Source: an optimization exercise on an open RTL-to-GDS flow (aim: small area). Production flows keep margins and buffers that such runs may drop.
Only simulation tests tie the RTL to the original design; equivalence was not proved.
Power and IR drop assume default switching activity.

==> flow/design.v <==
module peripheral_gpio_apb4 #(
  PDATA_SIZE = 32,   
  PADDR_SIZE = 8
) (
  input                         PRESETn,
  input                         PCLK,
  input                         PSEL,
  input                         PENABLE,
  input      [PADDR_SIZE  -1:0] PADDR,
  input                         PWRITE,
  input      [PDATA_SIZE/8-1:0] PSTRB,
  input      [PDATA_SIZE  -1:0] PWDATA,
  output reg [PDATA_SIZE  -1:0] PRDATA,
  output                        PREADY,
  output                        PSLVERR,
  output reg irq_o,
  input      [PDATA_SIZE  -1:0] gpio_i,
  output reg [PDATA_SIZE  -1:0] gpio_o,
  output reg [PDATA_SIZE  -1:0] gpio_oe
);
  localparam W  = PDATA_SIZE;
  localparam NB = PDATA_SIZE / 8;
  assign PREADY  = 1'b1;
  assign PSLVERR = 1'b0;
  wire rst = ~PRESETn;
  wire wr  = PSEL & PENABLE & PWRITE & PRESETn;   
  wire a_mode = (PADDR == 0);
  wire a_dir  = (PADDR == 1);
  wire a_out  = (PADDR == 2) | (PADDR == 3);
  wire a_type = (PADDR == 4);
  wire a_lvl0 = (PADDR == 5);
  wire a_lvl1 = (PADDR == 6);
  wire a_stat = (PADDR == 7);
  wire a_ena  = (PADDR == 8);
  reg  [W-1:0] rd_q;
  wire [W-1:0] rdat = rd_q & {W{PRESETn}};   
  reg          pw_mode, pw_dir, pw_out, pw_type, pw_lvl0, pw_lvl1, pw_ena;
  reg [NB-1:0] pw_strb;
  reg [W-1:0] mode_q, dir_q, out_q, type_q, lvl0_q, lvl1_q, ena_q;
  reg [W-1:0] stat_q;
  reg [W-1:0] s1, s2, in_q, dly1, dly2;
  wire [W-1:0] mode_d, dir_d, out_d, type_d, lvl0_d, lvl1_d, ena_d;
  genvar b;
  generate
    for (b = 0; b < NB; b = b + 1) begin : g_byte
      wire e_mode = rst | (pw_mode & pw_strb[b]);
      wire e_dir  = rst | (pw_dir  & pw_strb[b]);
      wire e_out  = rst | (pw_out  & pw_strb[b]);
      wire e_type = rst | (pw_type & pw_strb[b]);
      wire e_lvl0 = rst | (pw_lvl0 & pw_strb[b]);
      wire e_lvl1 = rst | (pw_lvl1 & pw_strb[b]);
      wire e_ena  = rst | (pw_ena  & pw_strb[b]);
      assign mode_d[b*8+:8] = e_mode ? rdat[b*8+:8] : mode_q[b*8+:8];
      assign dir_d [b*8+:8] = e_dir  ? rdat[b*8+:8] : dir_q [b*8+:8];
      assign out_d [b*8+:8] = e_out  ? rdat[b*8+:8] : out_q [b*8+:8];
      assign type_d[b*8+:8] = e_type ? rdat[b*8+:8] : type_q[b*8+:8];
      assign lvl0_d[b*8+:8] = e_lvl0 ? rdat[b*8+:8] : lvl0_q[b*8+:8];
      assign lvl1_d[b*8+:8] = e_lvl1 ? rdat[b*8+:8] : lvl1_q[b*8+:8];
      assign ena_d [b*8+:8] = e_ena  ? rdat[b*8+:8] : ena_q [b*8+:8];
    end
  endgenerate
  wire [W-1:0] clr;
  generate
    for (b = 0; b < NB; b = b + 1) begin : g_clr
      assign clr[b*8+:8] = PWDATA[b*8+:8] & {8{wr & a_stat & PSTRB[b]}};
    end
  endgenerate
  wire [W-1:0] lvl_val = (type_d & dly1) | (~type_d & in_q);
  wire [W-1:0] hit     = (lvl1_d & lvl_val) | (lvl0_d & ~lvl_val);
  wire [W-1:0] tr      = hit & (~type_d | (dly1 ^ dly2));
  wire [W-1:0] stat_d  = (stat_q & ~(clr | {W{rst}})) | tr;
  wire        wsel = wr;
  wire        rdok = ~wr;
  wire [W-1:0] rsel =
      ({W{rdok & (PADDR == 0)}} & mode_d) |
      ({W{rdok & (PADDR == 1)}} & dir_d) |
      ({W{rdok & (PADDR == 2)}} & out_d) |
      ({W{rdok & (PADDR == 3)}} & in_q) |
      ({W{rdok & (PADDR == 4)}} & type_d) |
      ({W{rdok & (PADDR == 5)}} & lvl0_d) |
      ({W{rdok & (PADDR == 6)}} & lvl1_d) |
      ({W{rdok & (PADDR == 7)}} & stat_q) |
      ({W{rdok & (PADDR == 8)}} & ena_d) |
      ({W{wsel}} & PWDATA);
  always @(posedge PCLK) begin
    rd_q    <= rsel;
    pw_mode <= wr & a_mode;
    pw_dir  <= wr & a_dir;
    pw_out  <= wr & a_out;
    pw_type <= wr & a_type;
    pw_lvl0 <= wr & a_lvl0;
    pw_lvl1 <= wr & a_lvl1;
    pw_ena  <= wr & a_ena;
    pw_strb <= PSTRB;
    mode_q <= mode_d;
    dir_q  <= dir_d;
    out_q  <= out_d;
    type_q <= type_d;
    lvl0_q <= lvl0_d;
    lvl1_q <= lvl1_d;
    ena_q  <= ena_d;
    stat_q <= stat_d;
    s1   <= gpio_i;
    s2   <= s1;
    in_q <= s2;
    dly1 <= in_q;
    dly2 <= dly1;
  end
  always @(*) begin
    PRDATA  = rd_q;
    gpio_o  = out_q & ~mode_q;
    gpio_oe = dir_q & ~(mode_q & out_q);
  end
  always @(posedge PCLK, negedge PRESETn) begin
    if (!PRESETn) irq_o <= 1'b0;
    else          irq_o <= |(ena_d & stat_q);
  end
endmodule
Settings: LEC_CHECK=0, CAP_MARGIN=20, CORE_MARGIN=2, CORE_UTILIZATION=55, SLEW_MARGIN=20; clock period 5.0 ns.
standard.sh (not shown) runs the stock make flow with config.mk's settings and CLKGATE_MAP_FILE= SYNTH_SCRIPT=/design/flow/synth_recipe.tcl, a recipe that flattens the netlist after the stock synthesis.
==> flow/flow/run.sh <==
#!/bin/bash
# The standard layout (standard.sh), with these changes to how it is made:
# - synthesis: the same script, but ABC maps the logic with flow/area.abc
#   (Yosys's own ABC script) instead of the flow's speed script;
# - port buffers are buf_1 cells instead of the cell buffer_ports picks;
# - the clock tree uses one buffer type, set clustering, and no dummy loads.
# Each tool's output is in the ORFS logs under orfs/logs; make's own output
# is in flow_make.log.
set -euo pipefail
W=$(pwd)
CTS_BUF=${CTS_BUF:-sky130_fd_sc_hd__clkbuf_8}
CTS_SIZE=${CTS_SIZE:-16}
CTS_DIAM=${CTS_DIAM:-80}

cat > "$W/area_synth.tcl" <<EOT
# ABC with another script; everything else as in synth_recipe.tcl
proc abc {args} {
  set i [lsearch -exact \$args -script]
  if { \$i >= 0 } { set args [lreplace \$args \$i [expr { \$i + 1 }]] }
  yosys abc -script $W/flow/area.abc {*}\$args
}
source $W/synth_recipe.tcl
EOT
sed "s#SYNTH_SCRIPT=[^ ]*#SYNTH_SCRIPT=$W/area_synth.tcl#" standard.sh > area_standard.sh
grep -q "SYNTH_SCRIPT=$W/area_synth.tcl" area_standard.sh

export BUFFER_PORTS_ARGS="-buffer_cell sky130_fd_sc_hd__buf_1"
export CTS_ARGS="-sink_clustering_enable -repair_clock_nets -sink_clustering_size $CTS_SIZE -sink_clustering_max_diameter $CTS_DIAM -buf_list $CTS_BUF -dont_use_dummy_load"
bash area_standard.sh finish > flow_make.log 2>&1
==> flow/flow/area.abc <==
strash
&get -n
&fraig -x
&put
scorr
dc2
dretime
strash
&get -n
&dch -f
&nf -R 1000 -p -F 8 -A 4 -C 32
&put
The starting point passed the timing, DRC and antenna checks.
Then changed:
--- a/flow/flow/run.sh
+++ b/flow/flow/run.sh
@@ -11,3 +11,3 @@
-CTS_BUF=${CTS_BUF:-sky130_fd_sc_hd__clkbuf_8}
-CTS_SIZE=${CTS_SIZE:-16}
-CTS_DIAM=${CTS_DIAM:-80}
+CTS_BUF=${CTS_BUF:-sky130_fd_sc_hd__clkbuf_4}
+CTS_SIZE=${CTS_SIZE:-10}
+CTS_DIAM=${CTS_DIAM:-40}
--- a/flow/config.mk
+++ b/flow/config.mk
@@ -10 +10 @@
-export CORE_UTILIZATION = 55
+export CORE_UTILIZATION = 65
Effect: The new run ran to the end with no violations; utilization went up by 11 points; worst hold slack loses 0.023 ns; routed wire length came out lower by about 3.2%.
Then changed:
--- a/flow/flow/run.sh
+++ b/flow/flow/run.sh
@@ -11,3 +11,3 @@
-CTS_BUF=${CTS_BUF:-sky130_fd_sc_hd__clkbuf_4}
-CTS_SIZE=${CTS_SIZE:-10}
-CTS_DIAM=${CTS_DIAM:-40}
+CTS_BUF=${CTS_BUF:-sky130_fd_sc_hd__clkbuf_8}
+CTS_SIZE=${CTS_SIZE:-16}
+CTS_DIAM=${CTS_DIAM:-80}
@@ -28 +28 @@
-export CTS_ARGS="-sink_clustering_enable -repair_clock_nets -sink_clustering_size $CTS_SIZE -sink_clustering_max_diameter $CTS_DIAM -buf_list $CTS_BUF -dont_use_dummy_load"
+export CTS_ARGS="-sink_clustering_enable -repair_clock_nets -buf_list \"sky130_fd_sc_hd__clkbuf_4 sky130_fd_sc_hd__clkbuf_8\" -dont_use_dummy_load"
--- a/flow/config.mk
+++ b/flow/config.mk
@@ -10 +10 @@
-export CORE_UTILIZATION = 65
+export CORE_UTILIZATION = 40
=> Total power climbs by 19%; clock skew drops by 0.028 ns; final area climbs by 5.4%; via count drops by 0.40%; wire length climbs by 11%; global-route usage drops by 11 points; die area climbs by 61%; clock-buffer cell count climbs by 22; worst hold slack improves by 0.0089 ns; setup slack degrades by 0.23 ns; flip-flop and latch count stays the same.
Then changed:
--- a/flow/flow/run.sh
+++ b/flow/flow/run.sh
@@ -11,3 +11,3 @@
-CTS_BUF=${CTS_BUF:-sky130_fd_sc_hd__clkbuf_8}
-CTS_SIZE=${CTS_SIZE:-16}
-CTS_DIAM=${CTS_DIAM:-80}
+CTS_BUF=${CTS_BUF:-sky130_fd_sc_hd__clkbuf_4}
+CTS_SIZE=${CTS_SIZE:-10}
+CTS_DIAM=${CTS_DIAM:-40}
@@ -28 +28 @@
-export CTS_ARGS="-sink_clustering_enable -repair_clock_nets -buf_list \"sky130_fd_sc_hd__clkbuf_4 sky130_fd_sc_hd__clkbuf_8\" -dont_use_dummy_load"
+export CTS_ARGS="-sink_clustering_enable -repair_clock_nets -sink_clustering_size $CTS_SIZE -sink_clustering_max_diameter $CTS_DIAM -buf_list $CTS_BUF -dont_use_dummy_load"
--- a/flow/config.mk
+++ b/flow/config.mk
@@ -10 +10 @@
-export CORE_UTILIZATION = 40
+export CORE_UTILIZATION = 55
After rerunning: Wire length shrinks by 6.9%; non-clock buffer count is higher by 3; sequential power is about the same; setup slack gets better by 0.28 ns.


peripheral_gpio_apb4, a different RTL version from the one above (not shown whole).
Size: roughly 1600 cells after synthesis, about 460 flip-flops, about 180 I/O pins, about 15000 um2 of cells after synthesis.
// peripheral_gpio_apb4
module peripheral_gpio_apb4 #(
  PDATA_SIZE = 32,   
  PADDR_SIZE = 8
) (
  input                         PRESETn,
  input                         PCLK,
  input                         PSEL,
  input                         PENABLE,
  input      [PADDR_SIZE  -1:0] PADDR,
  input                         PWRITE,
  input      [PDATA_SIZE/8-1:0] PSTRB,
  input      [PDATA_SIZE  -1:0] PWDATA,
  output reg [PDATA_SIZE  -1:0] PRDATA,
  output                        PREADY,
  output                        PSLVERR,
  output reg irq_o,
  input      [PDATA_SIZE  -1:0] gpio_i,
  output reg [PDATA_SIZE  -1:0] gpio_o,
  output reg [PDATA_SIZE  -1:0] gpio_oe
);
  localparam W  = PDATA_SIZE;
  localparam NB = PDATA_SIZE / 8;
  assign PREADY  = 1'b1;
  assign PSLVERR = 1'b0;
  wire rst = ~PRESETn;
  wire wr  = PSEL & PENABLE & PWRITE;
  wire a_mode = (PADDR == 0);
  wire a_dir  = (PADDR == 1);
  wire a_out  = (PADDR == 2) | (PADDR == 3);
  wire a_type = (PADDR == 4);
  wire a_lvl0 = (PADDR == 5);
  wire a_lvl1 = (PADDR == 6);
  wire a_stat = (PADDR == 7);
  wire a_ena  = (PADDR == 8);
  reg  [W-1:0] rd_q;
  wire [W-1:0] rdat = rd_q & {W{PRESETn}};   
  reg          pw_mode, pw_dir, pw_out, pw_type, pw_lvl0, pw_lvl1, pw_ena;
  reg [NB-1:0] pw_strb;
  reg [W-1:0] mode_q, dir_q, out_q, type_q, lvl0_q, lvl1_q, ena_q;
  reg [W-1:0] stat_q;
  reg [W-1:0] s1, s2, in_q, dly1, dly2;
  wire [W-1:0] mode_d, dir_d, out_d, type_d, lvl0_d, lvl1_d, ena_d;
  ...
export LEC_CHECK = 0
export CAP_MARGIN = 20
export CORE_MARGIN = 2
export CORE_UTILIZATION = 70
export GPL_TIMING_DRIVEN = 0
export SLEW_MARGIN = 20
create_clock -name core_clock -period 5.0 [get_ports {PCLK}]
==> flow/flow/run.sh <==
#!/bin/bash
# The standard layout (standard.sh), with these changes to how it is made:
# - synthesis: the same script, but ABC maps the logic with flow/area.abc
#   (Yosys's own ABC script) instead of the flow's speed script;
# - port buffers are buf_1 cells instead of the cell buffer_ports picks;
# - the clock tree uses one buffer type, set clustering, and no dummy loads.
# Each tool's output is in the ORFS logs under orfs/logs; make's own output
# is in flow_make.log.
set -euo pipefail
W=$(pwd)
CTS_BUF=${CTS_BUF:-sky130_fd_sc_hd__clkbuf_8}
CTS_SIZE=${CTS_SIZE:-16}
CTS_DIAM=${CTS_DIAM:-80}

cat > "$W/area_synth.tcl" <<EOT
# ABC with another script; everything else as in synth_recipe.tcl
proc abc {args} {
  set i [lsearch -exact \$args -script]
  if { \$i >= 0 } { set args [lreplace \$args \$i [expr { \$i + 1 }]] }
  yosys abc -script $W/flow/area.abc {*}\$args
}
source $W/synth_recipe.tcl
EOT
sed "s#SYNTH_SCRIPT=[^ ]*#SYNTH_SCRIPT=$W/area_synth.tcl#" standard.sh > area_standard.sh
grep -q "SYNTH_SCRIPT=$W/area_synth.tcl" area_standard.sh

export BUFFER_PORTS_ARGS="-buffer_cell sky130_fd_sc_hd__buf_1"
export CTS_ARGS="-sink_clustering_enable -repair_clock_nets -sink_clustering_size $CTS_SIZE -sink_clustering_max_diameter $CTS_DIAM -buf_list $CTS_BUF -dont_use_dummy_load"
bash area_standard.sh finish > flow_make.log 2>&1
==> flow/flow/area.abc <==
strash
&get -n
&fraig -x
&put
scorr
dc2
dretime
strash
&get -n
&dch -f
&nf -R 1000
&put
Edit:
--- a/flow/flow/run.sh
+++ b/flow/flow/run.sh
@@ -11,3 +11,3 @@
-CTS_BUF=${CTS_BUF:-sky130_fd_sc_hd__clkbuf_8}
-CTS_SIZE=${CTS_SIZE:-16}
-CTS_DIAM=${CTS_DIAM:-80}
+CTS_BUF=${CTS_BUF:-sky130_fd_sc_hd__clkbuf_4}
+CTS_SIZE=${CTS_SIZE:-12}
+CTS_DIAM=${CTS_DIAM:-40}
==> flow/flow/area.abc (replaced) <==
strash
&get -n
&fraig -x
&put
scorr
dc2
dretime
strash
&get -n
&dch -f
&nf -R 1000 -p -F 8 -A 4 -C 32
&put
- CORE_UTILIZATION: 70 -> 40
- GPL_TIMING_DRIVEN: 0 -> unset
Result: The new run produced a clean layout; wire length climbs by roughly a tenth; global-route usage came out lower by 13 points; maximum frequency is higher by roughly a tenth; critical path depth falls by 2.

==> what the ideal ports hide <==
The results above use ideal ports. As a check the final layouts listed here were re-extracted and re-timed, cells and wires unchanged. Step 1: set_driving_cell puts a clkbuf_16 on PCLK and a buf_2 on each other input, an assumption about the parent block. Step 2 adds t to the input delays and takes it off the output delays; t is the mean of the earliest and latest rising clock arrival at the registers after step 1. Input paths then give back, and output paths get back, about the clock's delay inside the block. Three values: no drivers, after step 1, after step 2; two values: the first two.
| run | shift t [ns] | setup slack, ns | worst hold slack (ns) | worst setup path at the end | worst register clock-pin slew, ns |
|---|---|---|---|---|---|
| the first run of note 1 | 0.598 | 1.803 / 1.828 / 1.230 | 0.331 / 0.331 / 0.331 | input to register | 0.10 / 0.10 |
| the second run of note 1 | 0.744 | 1.872 / 1.872 / 1.167 | 0.307 / 0.307 / 0.307 | input to register | 0.11 / 0.11 |
| the third run of note 1 | 0.640 | 1.641 / 1.671 / 1.031 | 0.316 / 0.316 / 0.316 | input to register | 0.06 / 0.06 |
| the fourth run of note 1 | 0.742 | 1.924 / 1.949 / 1.207 | 0.270 / 0.270 / 0.270 | input to register | 0.11 / 0.11 |
| the first run of note 2 | 0.593 | 1.550 / 1.572 / 0.979 | 0.324 / 0.324 / 0.324 | input to register | 0.10 / 0.10 |
| the second run of note 2 | 0.842 | 1.957 / 1.983 / 1.141 | 0.260 / 0.235 / 0.292 | input to register | 0.12 / 0.12 |
After both steps every run listed still meets setup and hold. For the second run of note 2, which loses most, drivers alone change the setup slack by +0.026 ns; drivers and shift together by -0.816 ns.
